What follows belongs to an exercise in optimizing a design on an open flow for small area; a production flow would make more cautious choices. Function not checked in this run: the RTL went through the layout flow alone.

## flow/config.mk

```make
export PLATFORM = sky130hd
export DESIGN_NAME = rgb2ycrcb
export DESIGN_NICKNAME = rgb2ycrcb
export VERILOG_FILES = /design/flow/design.v
export SDC_FILE = /design/flow/constraint.sdc
export NUM_CORES = 4
export LEC_CHECK = 0
export CAP_MARGIN = 20
export CORE_MARGIN = 2
export CORE_UTILIZATION = 75
export GPL_TIMING_DRIVEN = 0
export SLEW_MARGIN = 20
export SYNTH_HIERARCHICAL = 1
export SYNTH_MINIMUM_KEEP_SIZE = 0
```

## flow/constraint.sdc

```tcl
create_clock -name core_clock -period 6.0 [get_ports {clk}]
set_input_delay 1.2000 -clock core_clock [delete_from_list [all_inputs] [get_ports {clk}]]
set_output_delay 1.2000 -clock core_clock [all_outputs]
set_load 0.01 [all_outputs]
```

## flow/design.v

```verilog
`timescale 1ns/10ps
module rgb2ycrcb(clk, rst, r, g, b, y, cr, cb);
	input        clk;
	input        rst;
	input  [9:0] r, g, b;
	output reg [9:0] y, cr, cb;
	reg [31:0] pa;
	reg [40:0] pb;
	reg rst1, rst2;
	wire kill = rst | rst1 | rst2;
	wire x1;
	gxn ux1 (.a(r[0]), .b(g[0]), .y(x1));
	wire c2;
	assign c2 = (r[0] | ~g[0]);
	wire i3;
	assign i3 = ~g[1];
	wire s4;
	wire c5;
	fa us4 (.a(r[1]), .b(i3), .c(c2), .s(s4), .co(c5));
	wire i6;
	assign i6 = ~g[2];
	wire s7;
	wire c8;
	fa us7 (.a(r[2]), .b(i6), .c(c5), .s(s7), .co(c8));
	wire i9;
	assign i9 = ~g[3];
	wire s10;
	wire c11;
	fa us10 (.a(r[3]), .b(i9), .c(c8), .s(s10), .co(c11));
	wire i12;
	assign i12 = ~g[4];
	wire s13;
	wire c14;
	fa us13 (.a(r[4]), .b(i12), .c(c11), .s(s13), .co(c14));
	wire i15;
	assign i15 = ~g[5];
	wire s16;
	wire c17;
	fa us16 (.a(r[5]), .b(i15), .c(c14), .s(s16), .co(c17));
	wire i18;
	assign i18 = ~g[6];
	wire s19;
	wire c20;
	fa us19 (.a(r[6]), .b(i18), .c(c17), .s(s19), .co(c20));
	wire i21;
	assign i21 = ~g[7];
	wire s22;
	wire c23;
	fa us22 (.a(r[7]), .b(i21), .c(c20), .s(s22), .co(c23));
	wire i24;
	assign i24 = ~g[8];
	wire s25;
	wire c26;
	fa us25 (.a(r[8]), .b(i24), .c(c23), .s(s25), .co(c26));
	wire i27;
	assign i27 = ~g[9];
	wire s28;
	wire c29;
	fa us28 (.a(r[9]), .b(i27), .c(c26), .s(s28), .co(c29));
	wire x30;
	gxn ux30 (.a(b[0]), .b(g[0]), .y(x30));
	wire c31;
	assign c31 = (b[0] | ~g[0]);
	wire s32;
	wire c33;
	fa us32 (.a(b[1]), .b(i3), .c(c31), .s(s32), .co(c33));
	wire s34;
	wire c35;
	fa us34 (.a(b[2]), .b(i6), .c(c33), .s(s34), .co(c35));
	wire s36;
	wire c37;
	fa us36 (.a(b[3]), .b(i9), .c(c35), .s(s36), .co(c37));
	wire s38;
	wire c39;
	fa us38 (.a(b[4]), .b(i12), .c(c37), .s(s38), .co(c39));
	wire s40;
	wire c41;
	fa us40 (.a(b[5]), .b(i15), .c(c39), .s(s40), .co(c41));
	wire s42;
	wire c43;
	fa us42 (.a(b[6]), .b(i18), .c(c41), .s(s42), .co(c43));
	wire s44;
	wire c45;
	fa us44 (.a(b[7]), .b(i21), .c(c43), .s(s44), .co(c45));
	wire s46;
	wire c47;
	fa us46 (.a(b[8]), .b(i24), .c(c45), .s(s46), .co(c47));
	wire s48;
	wire c49;
	fa us48 (.a(b[9]), .b(i27), .c(c47), .s(s48), .co(c49));
	wire x50;
	gxn ux50 (.a(pa[11]), .b(pa[10]), .y(x50));
	wire c51;
	assign c51 = (pa[11] & ~pa[10]);
	wire s52;
	wire c53;
	fa us52 (.a(pa[12]), .b(pa[11]), .c(c51), .s(s52), .co(c53));
	wire s54;
	wire c55;
	fa us54 (.a(pa[13]), .b(pa[12]), .c(c53), .s(s54), .co(c55));
	wire s56;
	wire c57;
	fa us56 (.a(pa[14]), .b(pa[13]), .c(c55), .s(s56), .co(c57));
	wire s58;
	wire c59;
	fa us58 (.a(pa[15]), .b(pa[14]), .c(c57), .s(s58), .co(c59));
	wire s60;
	wire c61;
	fa us60 (.a(pa[16]), .b(pa[15]), .c(c59), .s(s60), .co(c61));
	wire s62;
	wire c63;
	fa us62 (.a(pa[17]), .b(pa[16]), .c(c61), .s(s62), .co(c63));
	wire s64;
	wire c65;
	fa us64 (.a(pa[18]), .b(pa[17]), .c(c63), .s(s64), .co(c65));
	wire s66;
	wire c67;
	fa us66 (.a(pa[19]), .b(pa[18]), .c(c65), .s(s66), .co(c67));
	wire s68;
	wire c69;
	fa us68 (.a(pa[20]), .b(pa[19]), .c(c67), .s(s68), .co(c69));
	wire x70;
	gx2 ux70 (.a(pa[20]), .b(c69), .y(x70));
	wire c71;
	assign c71 = ~(pa[20] & c69);
	wire x72;
	gxn ux72 (.a(pa[22]), .b(pa[21]), .y(x72));
	wire c73;
	assign c73 = (pa[22] & ~pa[21]);
	wire s74;
	wire c75;
	fa us74 (.a(pa[23]), .b(pa[22]), .c(c73), .s(s74), .co(c75));
	wire s76;
	wire c77;
	fa us76 (.a(pa[24]), .b(pa[23]), .c(c75), .s(s76), .co(c77));
	wire s78;
	wire c79;
	fa us78 (.a(pa[25]), .b(pa[24]), .c(c77), .s(s78), .co(c79));
	wire s80;
	wire c81;
	fa us80 (.a(pa[26]), .b(pa[25]), .c(c79), .s(s80), .co(c81));
	wire s82;
	wire c83;
	fa us82 (.a(pa[27]), .b(pa[26]), .c(c81), .s(s82), .co(c83));
	wire s84;
	wire c85;
	fa us84 (.a(pa[28]), .b(pa[27]), .c(c83), .s(s84), .co(c85));
	wire s86;
	wire c87;
	fa us86 (.a(pa[29]), .b(pa[28]), .c(c85), .s(s86), .co(c87));
	wire s88;
	wire c89;
	fa us88 (.a(pa[30]), .b(pa[29]), .c(c87), .s(s88), .co(c89));
	wire s90;
	wire c91;
	fa us90 (.a(pa[31]), .b(pa[30]), .c(c89), .s(s90), .co(c91));
	wire x92;
	gx2 ux92 (.a(pa[31]), .b(c91), .y(x92));
	wire c93;
	assign c93 = ~(pa[31] & c91);
	wire c94;
	assign c94 = (pa[1] & pa[10]) | (pa[1] & pa[0]) | (pa[10] & pa[0]);
	wire x95;
	gx2 ux95 (.a(pa[11]), .b(pa[21]), .y(x95));
	wire c96;
	assign c96 = ~(pa[11] | pa[21]);
	wire c97;
	assign c97 = (pa[2] & x95) | (pa[2] & c94) | (x95 & c94);
	wire s98;
	wire c99;
	fa us98 (.a(pa[3]), .b(c96), .c(x72), .s(s98), .co(c99));
	wire i100;
	assign i100 = ~pa[12];
	wire c101;
	assign c101 = (i100 & c97) | (i100 & s98) | (c97 & s98);
	wire i102;
	assign i102 = ~pa[13];
	wire s103;
	wire c104;
	fa us103 (.a(pa[4]), .b(pa[10]), .c(i102), .s(s103), .co(c104));
	wire s105;
	wire c106;
	fa us105 (.a(s103), .b(s74), .c(c99), .s(s105), .co(c106));
	wire c107;
	assign c107 = (~c101 & ~s105);
	wire i108;
	assign i108 = ~pa[5];
	wire s109;
	wire c110;
	fa us109 (.a(i108), .b(pa[14]), .c(x50), .s(s109), .co(c110));
	wire s111;
	wire c112;
	fa us111 (.a(c104), .b(s76), .c(c106), .s(s111), .co(c112));
	wire i113;
	assign i113 = ~s111;
	wire c114;
	assign c114 = (s109 & c107) | (s109 & i113) | (c107 & i113);
	wire s115;
	wire c116;
	fa us115 (.a(pa[15]), .b(s52), .c(c110), .s(s115), .co(c116));
	wire s117;
	wire c118;
	fa us117 (.a(pa[6]), .b(s78), .c(c112), .s(s117), .co(c118));
	wire i119;
	assign i119 = ~s117;
	wire c120;
	assign c120 = (s115 & c114) | (s115 & i119) | (c114 & i119);
	wire i121;
	assign i121 = ~pa[16];
	wire s122;
	wire c123;
	fa us122 (.a(pa[7]), .b(i121), .c(pa[21]), .s(s122), .co(c123));
	wire i124;
	assign i124 = ~s122;
	wire s125;
	wire c126;
	fa us125 (.a(i124), .b(s54), .c(c116), .s(s125), .co(c126));
	wire i127;
	assign i127 = ~s125;
	wire s128;
	wire c129;
	fa us128 (.a(i127), .b(s80), .c(c118), .s(s128), .co(c129));
	wire c130;
	assign c130 = ~(c120 & ~s128);
	wire s131;
	wire c132;
	fa us131 (.a(pa[8]), .b(pa[10]), .c(c123), .s(s131), .co(c132));
	wire i133;
	assign i133 = ~s131;
	wire s134;
	wire c135;
	fa us134 (.a(pa[17]), .b(pa[22]), .c(i133), .s(s134), .co(c135));
	wire s136;
	wire c137;
	fa us136 (.a(s56), .b(c126), .c(s134), .s(s136), .co(c137));
	wire i138;
	assign i138 = ~s136;
	wire s139;
	wire c140;
	fa us139 (.a(i138), .b(s82), .c(c129), .s(s139), .co(c140));
	wire c141;
	assign c141 = (~c130 & ~s139);
	wire s142;
	wire c143;
	fa us142 (.a(pa[11]), .b(pa[18]), .c(pa[23]), .s(s142), .co(c143));
	wire i144;
	assign i144 = ~s142;
	wire s145;
	wire c146;
	fa us145 (.a(pa[9]), .b(i144), .c(c132), .s(s145), .co(c146));
	wire s147;
	wire c148;
	fa us147 (.a(c135), .b(s58), .c(c137), .s(s147), .co(c148));
	wire s149;
	wire c150;
	fa us149 (.a(s145), .b(s84), .c(c140), .s(s149), .co(c150));
	wire i151;
	assign i151 = ~s149;
	wire c152;
	assign c152 = (s147 & c141) | (s147 & i151) | (c141 & i151);
	wire x153;
	gx2 ux153 (.a(pa[0]), .b(pa[12]), .y(x153));
	wire c154;
	assign c154 = ~(pa[0] | pa[12]);
	wire s155;
	wire c156;
	fa us155 (.a(pa[19]), .b(pa[24]), .c(c143), .s(s155), .co(c156));
	wire i157;
	assign i157 = ~s155;
	wire s158;
	wire c159;
	fa us158 (.a(x153), .b(i157), .c(c146), .s(s158), .co(c159));
	wire i160;
	assign i160 = ~s158;
	wire s161;
	wire c162;
	fa us161 (.a(i160), .b(s60), .c(c148), .s(s161), .co(c162));
	wire i163;
	assign i163 = ~s161;
	wire s164;
	wire c165;
	fa us164 (.a(i163), .b(s86), .c(c150), .s(s164), .co(c165));
	wire x166;
	gx2 ux166 (.a(c152), .b(s164), .y(x166));
	wire c167;
	assign c167 = ~(c152 & ~s164);
	wire s168;
	wire c169;
	fa us168 (.a(pa[1]), .b(pa[13]), .c(pa[20]), .s(s168), .co(c169));
	wire s170;
	wire c171;
	fa us170 (.a(pa[25]), .b(s168), .c(c156), .s(s170), .co(c171));
	wire i172;
	assign i172 = ~s170;
	wire s173;
	wire c174;
	fa us173 (.a(c154), .b(i172), .c(c159), .s(s173), .co(c174));
	wire i175;
	assign i175 = ~s173;
	wire s176;
	wire c177;
	fa us176 (.a(i175), .b(s62), .c(c162), .s(s176), .co(c177));
	wire i178;
	assign i178 = ~s176;
	wire s179;
	wire c180;
	fa us179 (.a(i178), .b(s88), .c(c165), .s(s179), .co(c180));
	wire x181;
	gxn ux181 (.a(c167), .b(s179), .y(x181));
	wire c182;
	assign c182 = (~c167 & ~s179);
	wire s183;
	wire c184;
	fa us183 (.a(pa[2]), .b(pa[14]), .c(pa[26]), .s(s183), .co(c184));
	wire s185;
	wire c186;
	fa us185 (.a(c169), .b(s183), .c(c171), .s(s185), .co(c186));
	wire s187;
	wire c188;
	fa us187 (.a(s185), .b(s64), .c(c177), .s(s187), .co(c188));
	wire s189;
	wire c190;
	fa us189 (.a(c174), .b(s90), .c(c180), .s(s189), .co(c190));
	wire i191;
	assign i191 = ~s189;
	wire s192;
	wire c193;
	fa us192 (.a(s187), .b(c182), .c(i191), .s(s192), .co(c193));
	wire s194;
	wire c195;
	fa us194 (.a(pa[3]), .b(c184), .c(c186), .s(s194), .co(c195));
	wire i196;
	assign i196 = ~c190;
	wire s197;
	wire c198;
	fa us197 (.a(s194), .b(c188), .c(i196), .s(s197), .co(c198));
	wire s199;
	wire c200;
	fa us199 (.a(pa[4]), .b(c195), .c(c198), .s(s199), .co(c200));
	wire x201;
	gx2 ux201 (.a(pb[0]), .b(pb[1]), .y(x201));
	wire c202;
	assign c202 = ~(pb[0] | pb[1]);
	wire s203;
	wire c204;
	fa us203 (.a(pb[2]), .b(pb[4]), .c(pb[5]), .s(s203), .co(c204));
	wire i205;
	assign i205 = ~s203;
	wire s206;
	wire c207;
	fa us206 (.a(pb[3]), .b(x201), .c(i205), .s(s206), .co(c207));
	wire x208;
	gx2 ux208 (.a(pb[6]), .b(pb[7]), .y(x208));
	wire c209;
	assign c209 = ~(pb[6] | pb[7]);
	wire s210;
	wire c211;
	fa us210 (.a(pb[8]), .b(pb[9]), .c(pb[10]), .s(s210), .co(c211));
	wire s212;
	wire c213;
	fa us212 (.a(c202), .b(x208), .c(c207), .s(s212), .co(c213));
	wire i214;
	assign i214 = ~s212;
	wire s215;
	wire c216;
	fa us215 (.a(c204), .b(s210), .c(i214), .s(s215), .co(c216));
	wire x217;
	gx2 ux217 (.a(pb[11]), .b(pb[12]), .y(x217));
	wire c218;
	assign c218 = ~(pb[11] | pb[12]);
	wire s219;
	wire c220;
	fa us219 (.a(pb[13]), .b(pb[14]), .c(pb[15]), .s(s219), .co(c220));
	wire s221;
	wire c222;
	fa us221 (.a(c209), .b(x217), .c(c213), .s(s221), .co(c222));
	wire s223;
	wire c224;
	fa us223 (.a(c211), .b(s219), .c(c216), .s(s223), .co(c224));
	wire x225;
	gx2 ux225 (.a(s221), .b(s223), .y(x225));
	wire c226;
	assign c226 = (~s221 & s223);
	wire s227;
	wire c228;
	fa us227 (.a(pb[16]), .b(pb[17]), .c(pb[19]), .s(s227), .co(c228));
	wire i229;
	assign i229 = ~c220;
	wire s230;
	wire c231;
	fa us230 (.a(pb[18]), .b(c218), .c(i229), .s(s230), .co(c231));
	wire s232;
	wire c233;
	fa us232 (.a(s227), .b(c224), .c(c226), .s(s232), .co(c233));
	wire i234;
	assign i234 = ~s232;
	wire s235;
	wire c236;
	fa us235 (.a(s230), .b(c222), .c(i234), .s(s235), .co(c236));
	wire s237;
	wire c238;
	fa us237 (.a(pb[20]), .b(pb[21]), .c(pb[22]), .s(s237), .co(c238));
	wire i239;
	assign i239 = ~c231;
	wire s240;
	wire c241;
	fa us240 (.a(c228), .b(s237), .c(i239), .s(s240), .co(c241));
	wire i242;
	assign i242 = ~c236;
	wire s243;
	wire c244;
	fa us243 (.a(s240), .b(c233), .c(i242), .s(s243), .co(c244));
	wire s245;
	wire c246;
	fa us245 (.a(pb[23]), .b(pb[24]), .c(c238), .s(s245), .co(c246));
	wire s247;
	wire c248;
	fa us247 (.a(s245), .b(c241), .c(c244), .s(s247), .co(c248));
	wire x249;
	gx2 ux249 (.a(pb[25]), .b(c246), .y(x249));
	wire x250;
	gx2 ux250 (.a(x249), .b(c248), .y(x250));
	wire c251;
	assign c251 = ~(pa[21] & ~x72);
	wire c252;
	assign c252 = (~c251 & ~s74);
	wire c253;
	assign c253 = (c252 & ~s76);
	wire x254;
	gx2 ux254 (.a(pa[21]), .b(c253), .y(x254));
	wire c255;
	assign c255 = ~(pa[21] | c253);
	wire c256;
	assign c256 = (~s78 & ~x254);
	wire s257;
	wire c258;
	fa us257 (.a(pa[22]), .b(c255), .c(s80), .s(s257), .co(c258));
	wire c259;
	assign c259 = ~(c256 & ~s257);
	wire x260;
	gxn ux260 (.a(pa[21]), .b(pa[23]), .y(x260));
	wire c261;
	assign c261 = ~(pa[21] | ~pa[23]);
	wire s262;
	wire c263;
	fa us262 (.a(x260), .b(s82), .c(c258), .s(s262), .co(c263));
	wire c264;
	assign c264 = (~c259 & ~s262);
	wire s265;
	wire c266;
	fa us265 (.a(pa[22]), .b(pa[24]), .c(c261), .s(s265), .co(c266));
	wire s267;
	wire c268;
	fa us267 (.a(s265), .b(s84), .c(c263), .s(s267), .co(c268));
	wire c269;
	assign c269 = ~(c264 & ~s267);
	wire s270;
	wire c271;
	fa us270 (.a(pa[23]), .b(pa[25]), .c(c266), .s(s270), .co(c271));
	wire s272;
	wire c273;
	fa us272 (.a(s270), .b(s86), .c(c268), .s(s272), .co(c273));
	wire c274;
	assign c274 = ~(~c269 & ~s272);
	wire s275;
	wire c276;
	fa us275 (.a(pa[10]), .b(pa[24]), .c(pa[26]), .s(s275), .co(c276));
	wire s277;
	wire c278;
	fa us277 (.a(s275), .b(c271), .c(s88), .s(s277), .co(c278));
	wire c279;
	assign c279 = (c273 & c274) | (c273 & s277) | (c274 & s277);
	wire i280;
	assign i280 = ~pa[11];
	wire s281;
	wire c282;
	fa us281 (.a(i280), .b(c276), .c(s90), .s(s281), .co(c282));
	wire s283;
	wire c284;
	fa us283 (.a(c278), .b(c279), .c(s281), .s(s283), .co(c284));
	wire s285;
	wire c286;
	fa us285 (.a(i100), .b(c282), .c(c284), .s(s285), .co(c286));
	wire x287;
	gx2 ux287 (.a(pb[29]), .b(pb[2]), .y(x287));
	wire c288;
	assign c288 = ~(~pb[29] | ~pb[2]);
	wire x289;
	gxn ux289 (.a(pb[30]), .b(x287), .y(x289));
	wire c290;
	assign c290 = ~(~pb[30] & ~x287);
	wire x291;
	gx2 ux291 (.a(pb[31]), .b(pb[8]), .y(x291));
	wire c292;
	assign c292 = (~pb[31] | ~pb[8]);
	wire s293;
	wire c294;
	fa us293 (.a(pb[3]), .b(pb[32]), .c(x291), .s(s293), .co(c294));
	wire s295;
	wire c296;
	fa us295 (.a(c288), .b(c290), .c(s293), .s(s295), .co(c296));
	wire s297;
	wire c298;
	fa us297 (.a(pb[2]), .b(pb[14]), .c(pb[34]), .s(s297), .co(c298));
	wire s299;
	wire c300;
	fa us299 (.a(pb[33]), .b(pb[9]), .c(c292), .s(s299), .co(c300));
	wire i301;
	assign i301 = ~s299;
	wire s302;
	wire c303;
	fa us302 (.a(s297), .b(i301), .c(c294), .s(s302), .co(c303));
	wire x304;
	gxn ux304 (.a(s302), .b(c296), .y(x304));
	wire c305;
	assign c305 = (~s302 & ~c296);
	wire x306;
	gx2 ux306 (.a(pb[8]), .b(pb[19]), .y(x306));
	wire c307;
	assign c307 = (~pb[8] | ~pb[19]);
	wire s308;
	wire c309;
	fa us308 (.a(x306), .b(c298), .c(c303), .s(s308), .co(c309));
	wire s310;
	wire c311;
	fa us310 (.a(pb[35]), .b(c300), .c(c305), .s(s310), .co(c311));
	wire x312;
	gx2 ux312 (.a(s308), .b(s310), .y(x312));
	wire c313;
	assign c313 = (~s308 & s310);
	wire i314;
	assign i314 = ~pb[0];
	wire s315;
	wire c316;
	fa us315 (.a(i314), .b(pb[14]), .c(pb[22]), .s(s315), .co(c316));
	wire s317;
	wire c318;
	fa us317 (.a(c307), .b(c311), .c(c313), .s(s317), .co(c318));
	wire i319;
	assign i319 = ~s317;
	wire s320;
	wire c321;
	fa us320 (.a(s315), .b(c309), .c(i319), .s(s320), .co(c321));
	wire x322;
	gxn ux322 (.a(pb[19]), .b(c316), .y(x322));
	wire c323;
	assign c323 = (~pb[19] | ~c316);
	wire s324;
	wire c325;
	fa us324 (.a(pb[6]), .b(x322), .c(c318), .s(s324), .co(c325));
	wire x326;
	gx2 ux326 (.a(s324), .b(c321), .y(x326));
	wire c327;
	assign c327 = (s324 & ~c321);
	wire i328;
	assign i328 = ~pb[22];
	wire s329;
	wire c330;
	fa us329 (.a(pb[12]), .b(i328), .c(c323), .s(s329), .co(c330));
	wire s331;
	wire c332;
	fa us331 (.a(s329), .b(c325), .c(c327), .s(s331), .co(c332));
	wire x333;
	gxn ux333 (.a(pb[17]), .b(c330), .y(x333));
	wire c334;
	assign c334 = ~(pb[17] | c330);
	wire x335;
	gxn ux335 (.a(x333), .b(c332), .y(x335));
	wire c336;
	assign c336 = ~(x333 & c332);
	wire x337;
	gxn ux337 (.a(pb[21]), .b(c334), .y(x337));
	wire c338;
	assign c338 = (pb[21] | ~c334);
	wire x339;
	gxn ux339 (.a(x337), .b(c336), .y(x339));
	wire c340;
	assign c340 = (~x337 & ~c336);
	wire x341;
	gx2 ux341 (.a(pb[24]), .b(c338), .y(x341));
	wire x342;
	gx2 ux342 (.a(x341), .b(c340), .y(x342));
	wire c343;
	assign c343 = ~(pa[10] | s56);
	wire i344;
	assign i344 = ~s58;
	wire c345;
	assign c345 = (x50 & c343) | (x50 & i344) | (c343 & i344);
	wire i346;
	assign i346 = ~s60;
	wire c347;
	assign c347 = (s52 & c345) | (s52 & i346) | (c345 & i346);
	wire x348;
	gxn ux348 (.a(pa[10]), .b(s54), .y(x348));
	wire c349;
	assign c349 = ~(pa[10] | ~s54);
	wire i350;
	assign i350 = ~s62;
	wire c351;
	assign c351 = (x348 & c347) | (x348 & i350) | (c347 & i350);
	wire s352;
	wire c353;
	fa us352 (.a(pa[11]), .b(c349), .c(s56), .s(s352), .co(c353));
	wire i354;
	assign i354 = ~s64;
	wire c355;
	assign c355 = (s352 & c351) | (s352 & i354) | (c351 & i354);
	wire s356;
	wire c357;
	fa us356 (.a(pa[21]), .b(pa[12]), .c(c353), .s(s356), .co(c357));
	wire s358;
	wire c359;
	fa us358 (.a(s58), .b(s356), .c(c355), .s(s358), .co(c359));
	wire c360;
	assign c360 = ~(s66 & ~s358);
	wire i361;
	assign i361 = ~pa[22];
	wire s362;
	wire c363;
	fa us362 (.a(i361), .b(c357), .c(s60), .s(s362), .co(c363));
	wire s364;
	wire c365;
	fa us364 (.a(s362), .b(c359), .c(c360), .s(s364), .co(c365));
	wire i366;
	assign i366 = ~pa[23];
	wire s367;
	wire c368;
	fa us367 (.a(i366), .b(s62), .c(c363), .s(s367), .co(c368));
	wire i369;
	assign i369 = ~pa[24];
	wire s370;
	wire c371;
	fa us370 (.a(i369), .b(s64), .c(c368), .s(s370), .co(c371));
	wire x372;
	gxn ux372 (.a(pb[33]), .b(pb[36]), .y(x372));
	wire c373;
	assign c373 = (~pb[33] | ~pb[36]);
	wire s374;
	wire c375;
	ha us374 (.a(pb[7]), .b(x372), .s(s374), .co(c375));
	wire s376;
	wire c377;
	fa us376 (.a(pb[35]), .b(pb[37]), .c(pb[38]), .s(s376), .co(c377));
	wire s378;
	wire c379;
	fa us378 (.a(pb[13]), .b(c373), .c(c375), .s(s378), .co(c379));
	wire x380;
	gx2 ux380 (.a(s376), .b(s378), .y(x380));
	wire c381;
	assign c381 = (~s376 & s378);
	wire x382;
	gx2 ux382 (.a(pb[0]), .b(pb[18]), .y(x382));
	wire c383;
	assign c383 = (~pb[0] | ~pb[18]);
	wire s384;
	wire c385;
	fa us384 (.a(pb[39]), .b(x382), .c(c377), .s(s384), .co(c385));
	wire i386;
	assign i386 = ~s384;
	wire s387;
	wire c388;
	fa us387 (.a(c379), .b(i386), .c(c381), .s(s387), .co(c388));
	wire x389;
	gx2 ux389 (.a(pb[6]), .b(pb[1]), .y(x389));
	wire c390;
	assign c390 = (~pb[6] | ~pb[1]);
	wire s391;
	wire c392;
	fa us391 (.a(pb[40]), .b(x389), .c(c385), .s(s391), .co(c392));
	wire s393;
	wire c394;
	fa us393 (.a(pb[29]), .b(c383), .c(c388), .s(s393), .co(c394));
	wire x395;
	gx2 ux395 (.a(s391), .b(s393), .y(x395));
	wire c396;
	assign c396 = (~s391 & s393);
	wire s397;
	wire c398;
	fa us397 (.a(pb[12]), .b(pb[7]), .c(c392), .s(s397), .co(c398));
	wire s399;
	wire c400;
	fa us399 (.a(pb[31]), .b(c390), .c(c394), .s(s399), .co(c400));
	wire i401;
	assign i401 = ~s397;
	wire s402;
	wire c403;
	fa us402 (.a(i401), .b(c396), .c(s399), .s(s402), .co(c403));
	wire x404;
	gx2 ux404 (.a(pb[17]), .b(pb[13]), .y(x404));
	wire c405;
	assign c405 = (~pb[17] | ~pb[13]);
	wire s406;
	wire c407;
	fa us406 (.a(pb[2]), .b(c400), .c(c403), .s(s406), .co(c407));
	wire i408;
	assign i408 = ~s406;
	wire s409;
	wire c410;
	fa us409 (.a(x404), .b(c398), .c(i408), .s(s409), .co(c410));
	wire s411;
	wire c412;
	fa us411 (.a(pb[8]), .b(pb[18]), .c(c405), .s(s411), .co(c412));
	wire i413;
	assign i413 = ~pb[21];
	wire s414;
	wire c415;
	fa us414 (.a(i413), .b(s411), .c(c407), .s(s414), .co(c415));
	wire x416;
	gx2 ux416 (.a(s414), .b(c410), .y(x416));
	wire c417;
	assign c417 = (s414 & ~c410);
	wire i418;
	assign i418 = ~pb[24];
	wire s419;
	wire c420;
	fa us419 (.a(pb[14]), .b(i418), .c(c412), .s(s419), .co(c420));
	wire s421;
	wire c422;
	fa us421 (.a(s419), .b(c415), .c(c417), .s(s421), .co(c422));
	wire x423;
	gxn ux423 (.a(pb[19]), .b(c420), .y(x423));
	wire c424;
	assign c424 = ~(pb[19] | c420);
	wire s425;
	wire c426;
	ha us425 (.a(x423), .b(c422), .s(s425), .co(c426));
	wire x427;
	gx2 ux427 (.a(pb[22]), .b(c424), .y(x427));
	wire x428;
	gxn ux428 (.a(x427), .b(c426), .y(x428));
	wire [9:0] yn = {~x250, s247, s243, ~s235, ~x225, s215, ~s206, pb[28], ~pb[27], ~pb[26]};
	wire [9:0] crn = {x342, ~x339, ~x335, s331, ~x326, ~s320, ~x312, ~x304, ~s295, ~x289};
	wire [9:0] cbn = {x428, s425, s421, ~x416, ~s409, s402, ~x395, s387, ~x380, s374};
	always @(posedge clk) begin
		rst1 <= rst;
		rst2 <= rst1;
		pa <= {c49, s48, s46, s44, s42, s40, s38, s36, s34, s32, x30, c29, s28, s25, s22, s19, s16, s13, s10, s7, s4, x1, g[9], g[8], g[7], g[6], g[5], g[4], g[3], g[2], g[1], g[0]};
		pb <= {c371, s370, s367, c365, s364, pa[14], c286, pa[13], s285, pa[26], s283, pa[25], s192, x181, x166, pa[9], pa[20], pa[8], pa[31], pa[19], pa[7], pa[30], c71, pa[18], pa[6], c200, pa[29], x70, pa[17], pa[5], s199, c93, pa[28], s68, pa[16], s197, c193, x92, pa[27], s66, pa[15]};
		y  <= yn & {10{~kill}};
		cr <= {1'b0, crn[8:0] & {9{~(kill | crn[9])}}};
		cb <= {1'b0, cbn[8:0] & {9{~(kill | cbn[9])}}};
	end
endmodule
module fa(a, b, c, s, co);
	input a, b, c;
	output s, co;
	assign s = a ^ b ^ c;
	assign co = (a & b) | (a & c) | (b & c);
endmodule
module ha(a, b, s, co);
	input a, b;
	output s, co;
	assign s = a ^ b;
	assign co = a & b;
endmodule
module gx2(a, b, y);
	input a, b;
	output y;
	assign y = a ^ b;
endmodule
module gxn(a, b, y);
	input a, b;
	output y;
	assign y = ~(a ^ b);
endmodule
```

## flow/flow/run.sh

```bash
#!/bin/bash
# Standard ORFS layout with two changes: small port buffers, and a clock tree of small
# buffers without dummy loads.
set -euo pipefail
bash standard.sh \
  "BUFFER_PORTS_ARGS=-buffer_cell sky130_fd_sc_hd__buf_1" \
  "CTS_ARGS=-sink_clustering_enable -repair_clock_nets -buf_list sky130_fd_sc_hd__clkbuf_8 -dont_use_dummy_load" \
  finish > make_finish.log 2>&1
```

## flow/standard.sh

```bash
#!/bin/bash
# synth_recipe.tcl (not shown) runs the flow's synth.tcl, then flattens the netlist and writes it again
# the make line also repeats each setting of config.mk as NAME=value (left out here)
make -C /OpenROAD-flow-scripts/flow DESIGN_CONFIG=/design/flow/config.mk WORK_HOME=/design/flow/orfs CLKGATE_MAP_FILE= SYNTH_SCRIPT=/design/flow/synth_recipe.tcl "${@:-finish}"
```

==> notes.md <==
per-stage QoR:
step / cells / utilization / area, sq um / setup slack (ns)
3_5_place_dp: 601 / 0.817 / 6280 / 0.0652
4_1_cts: 610 / 0.833 / 6400 / 0.0442
5_1_grt: 610 / 0.833 / 6400 / 0.0377
3_3_place_gp: 601 / 0.817 / 6280 / 0.130
6_report: 610 / 0.833 / 6400 / 0.225
2_1_floorplan: 440 / - / 5930 / 0.438
placed cells by master (no fill, tap or decap), drive strengths merged:
| cell | synthesis | final |
|---|---|---|
| inv | 51 | 51 |
| nand2 | 13 | 13 |
| and2 | 10 | 10 |
| a2111oi | 2 | 2 |
| o21ai | 3 | 3 |
| clkbuf | 1 | 10 |
| o221ai | 1 | 1 |
| or3 | 3 | 3 |
| ha | 2 | 2 |
| a22oi | 1 | 1 |
| o31ai | 1 | 1 |
| o311ai | 1 | 1 |
| nor2 | 35 | 35 |
| maj3 | 2 | 2 |
| nor4 | 2 | 2 |
| conb | 1 | 2 |
| fa | 134 | 134 |
| xnor2 | 17 | 17 |
| o22a | 1 | 1 |
| dfxtp | 103 | 103 |
| xor2 | 26 | 26 |
| buf | 3 | 62 |
| nand2b | 9 | 9 |
| or2 | 2 | 2 |
| nor3 | 3 | 3 |
| nor2b | 11 | 11 |
| a31oi | 1 | 1 |
repair_timing:
action	CTS	global route
buffers inserted	0	0
setup endpoints to repair	0	3
resized for setup	0	2
per-module statistics from Yosys (local to each module, per instance):
module     area, sq um  times used  flops+latches
ha                12.5           2              0
gxn               8.76          17              0
rgb2ycrcb         2840           1            103
fa                20.0         134              0
gx2               8.76          26              0
state kept, by name, indices dropped and copies added (netlist names):
name	flops
rst2	1
rst1	1
cb	9
pa	32
pb	41
y	10
cr	9
worst register-to-register path, stage by stage (launching register included):
cell	delay (ns)
dfxtp_2	0.50
nor2_1	0.11
fa_1	0.38
fa_1	0.40
fa_1	0.43
fa_1	0.40
fa_1	0.39
fa_1	0.39
fa_1	0.39
fa_1	0.39
fa_1	0.59
fa_1	0.46
fa_1	0.39
fa_1	0.43
per-layer routing:
layer / track usage / share of wire / vias up
met5: 0 / 0 / -
met4: 0.120 / 0.031 / 0
met3: 0.0675 / 0.046 / 31
met2: 0.533 / 0.54 / 104
met1: 0.385 / 0.39 / 1698
li1: - / - / 1451
area by class of cell:
cell class / count / area, sq um / share of cell area
Buffer: 4 / 30.0 / 0.00469
Clock buffer: 9 / 124 / 0.0193
Inverter: 51 / 191 / 0.0299
Multi-Input combinational cell: 282 / 3650 / 0.569
Sequential cell: 103 / 2060 / 0.322
Tap cell: 102 / 128 / 0.0199
Timing Repair Buffer: 59 / 221 / 0.0346
worst max-delay path by stage:
stage                              start        endpoint  slack [ns]  cells after the start
final                     pa[21]$_DFF_P_  pb[32]$_DFF_P_        0.23                     13
after global routing      pa[10]$_DFF_P_  pb[36]$_DFF_P_        0.04                     14
after CTS                 pa[21]$_DFF_P_  pb[32]$_DFF_P_        0.04                     13
after detailed placement  pa[22]$_DFF_P_  pb[28]$_DFF_P_        0.07                     14
after global placement    pa[21]$_DFF_P_  pb[32]$_DFF_P_        0.13                     13
after floorplan           pa[21]$_DFF_P_  pb[32]$_DFF_P_        0.44                     13
kinds of logic after synthesis:
logic type | after synthesis
buffers and inverters | 55
adder cells (fa/ha/maj) | 138
AND/OR/NAND/NOR | 88
other | 1
flip-flops | 103
AO/OA/AOI/OAI | 11
XOR/XNOR | 43
==> qor.txt <==
status - timing/DRC/antenna clean
CP max stage delay - 0.59 ns
CP Data Required Time - 6.24 ns
initial antenna violation count - 0
Worst Path Buf+Inv - 0
count leader, synth - fa_1
Slowest cell on crit path - fa_1
Syn Std Cell Area - 5930 sq um
largest family of logic cells by synthesized area - adder cells
min Tclk post-route - 5.77 ns
adder-cell area share of the yosys netlist - 0.461
Hold Crit Depth - 0
Worst-Margin Slew - 0.544 ns
largest net degree at the start of global routing - 24
Synth Area in Simple Gates - 0.0750
top post-synthesis cells by count - fa_1, dfxtp_1, inv_1
max-slew violation count - 0
CTS H-tree depth - 3
initial DRC count - 112
worst path arrival time - 6.01 ns
DR WL/cell - 18.8 microns
Final Hold Viols - 0
setup slack, reg-to-reg - 0.23 ns
num ports - 62
DRC - 0
Root Buffer - clkbuf_8
CP Max Fanout - 10
startpoint types - flip-flop
Worst Skew - 0.0497 ns
first-pass GRT wire length - 19000 microns
CTS max path bufs - 2
Post-DRT Antenna Nets - 0
grt ovf - 0
RSZ-0062 raised after global routing - no
CP Capture Type - flip-flop
Synth Area per Inst - 13.5 sq um
area leader, netlist - fa_1
Post-CTS Hold Fix Bufs - 0
drt first pass iters - 4
share of post-route cells with drive strength above 1 - 0.0413
post-synthesis async set-or-reset flop share - 0
routed wire length - 11500 microns
Initial Utilization - 0.771
top cell type's share of synthesized area - 0.453
RR Startpoint - pa[21]$_DFF_P_
Compound-Gate Fraction of Synth Area - 0.0150
Filler cells - 406
die footprint - 8630 sq um
Clock Sinks - 103
Ys Warns - 7
number of flops mapped to enable cells by yosys - 0
FF+latch count, synth - 103
Total GRT Usage - 0.309
crit-path leading delay family - adder cells
Inserted Clock Buffers - 9
Row Count - 32
sequential-to-total area share from yosys stat - 0.348
Clock Latency Late Sink - 0.39 ns
maximum clock rate - 0.173 GHz
Post-Synth XOR/XNOR Area - 0.0636
WHS - 0.357 ns
Most common cell on crit path - fa_1
routed vias/inst - 5.38
Synth Flop Type - dfxtp_1
r2r worst-path depth - 13
Hold Crit Class - flip-flop to flip-flop
Reg clk slew, reported paths - 0.12 ns
# diodes - 0
final worst-path cycle share - 0.962
min-delay src - pa[5]$_DFF_P_
P&R area growth vs syn - 8.09%
DIE HEIGHT - 92.9 microns
setup TNS - 0 ns
Reg2Reg Capture Point - pb[32]$_DFF_P_
top cells by area, synth - fa_1, dfxtp_1, xor2_1
IO Port Bufs - 59
Slew HR - 0.637
via count - 3284
crit path cell chain - nor2_1 > fa_1 > fa_1 > fa_1 > fa_1 > fa_1 > fa_1 > fa_1 > fa_1 > fa_1 > fa_1 > fa_1 > fa_1
number of global-route vias before repair - 3844
Die X - 92.9 microns
max cap viols - 0
post-synthesis mux area share - 0
# setup viols final - 0
core area - 7690 sq um
Worst Hold Endpoint - pb[11]$_DFF_P_
Syn Inst Count - 439
CTS tree - done
Layout Nets - 678
routability cong. - 0.942
WS Path Type - flip-flop to flip-flop
Distinct cells, synth - 31
final HPWL from detailed placement - 10000 microns

==> port drivers added, routing unchanged <==
Ports are ideal in the flow. The routed layout listed here was re-timed in OpenROAD. Step 1: set_driving_cell puts a clkbuf_16 on clk and a buf_2 on each other input, an assumption about the parent block. Step 2, shift: input delay + t, output delay - t, t = (earliest + latest rising clock arrival at the registers) / 2. This alone moves slack from input paths to output paths. Slacks: no drivers / after step 1 / after step 2; pairs: no drivers / after step 1.
t (ns): 0.400
setup WS [ns]: 0.225 / 0.225 / 0.225
cell pins on the clock port's net: 1
After both steps setup and hold are still met in this run. For this run, drivers alone change the setup slack by 0.000 ns; drivers and shift together by 0.000 ns.
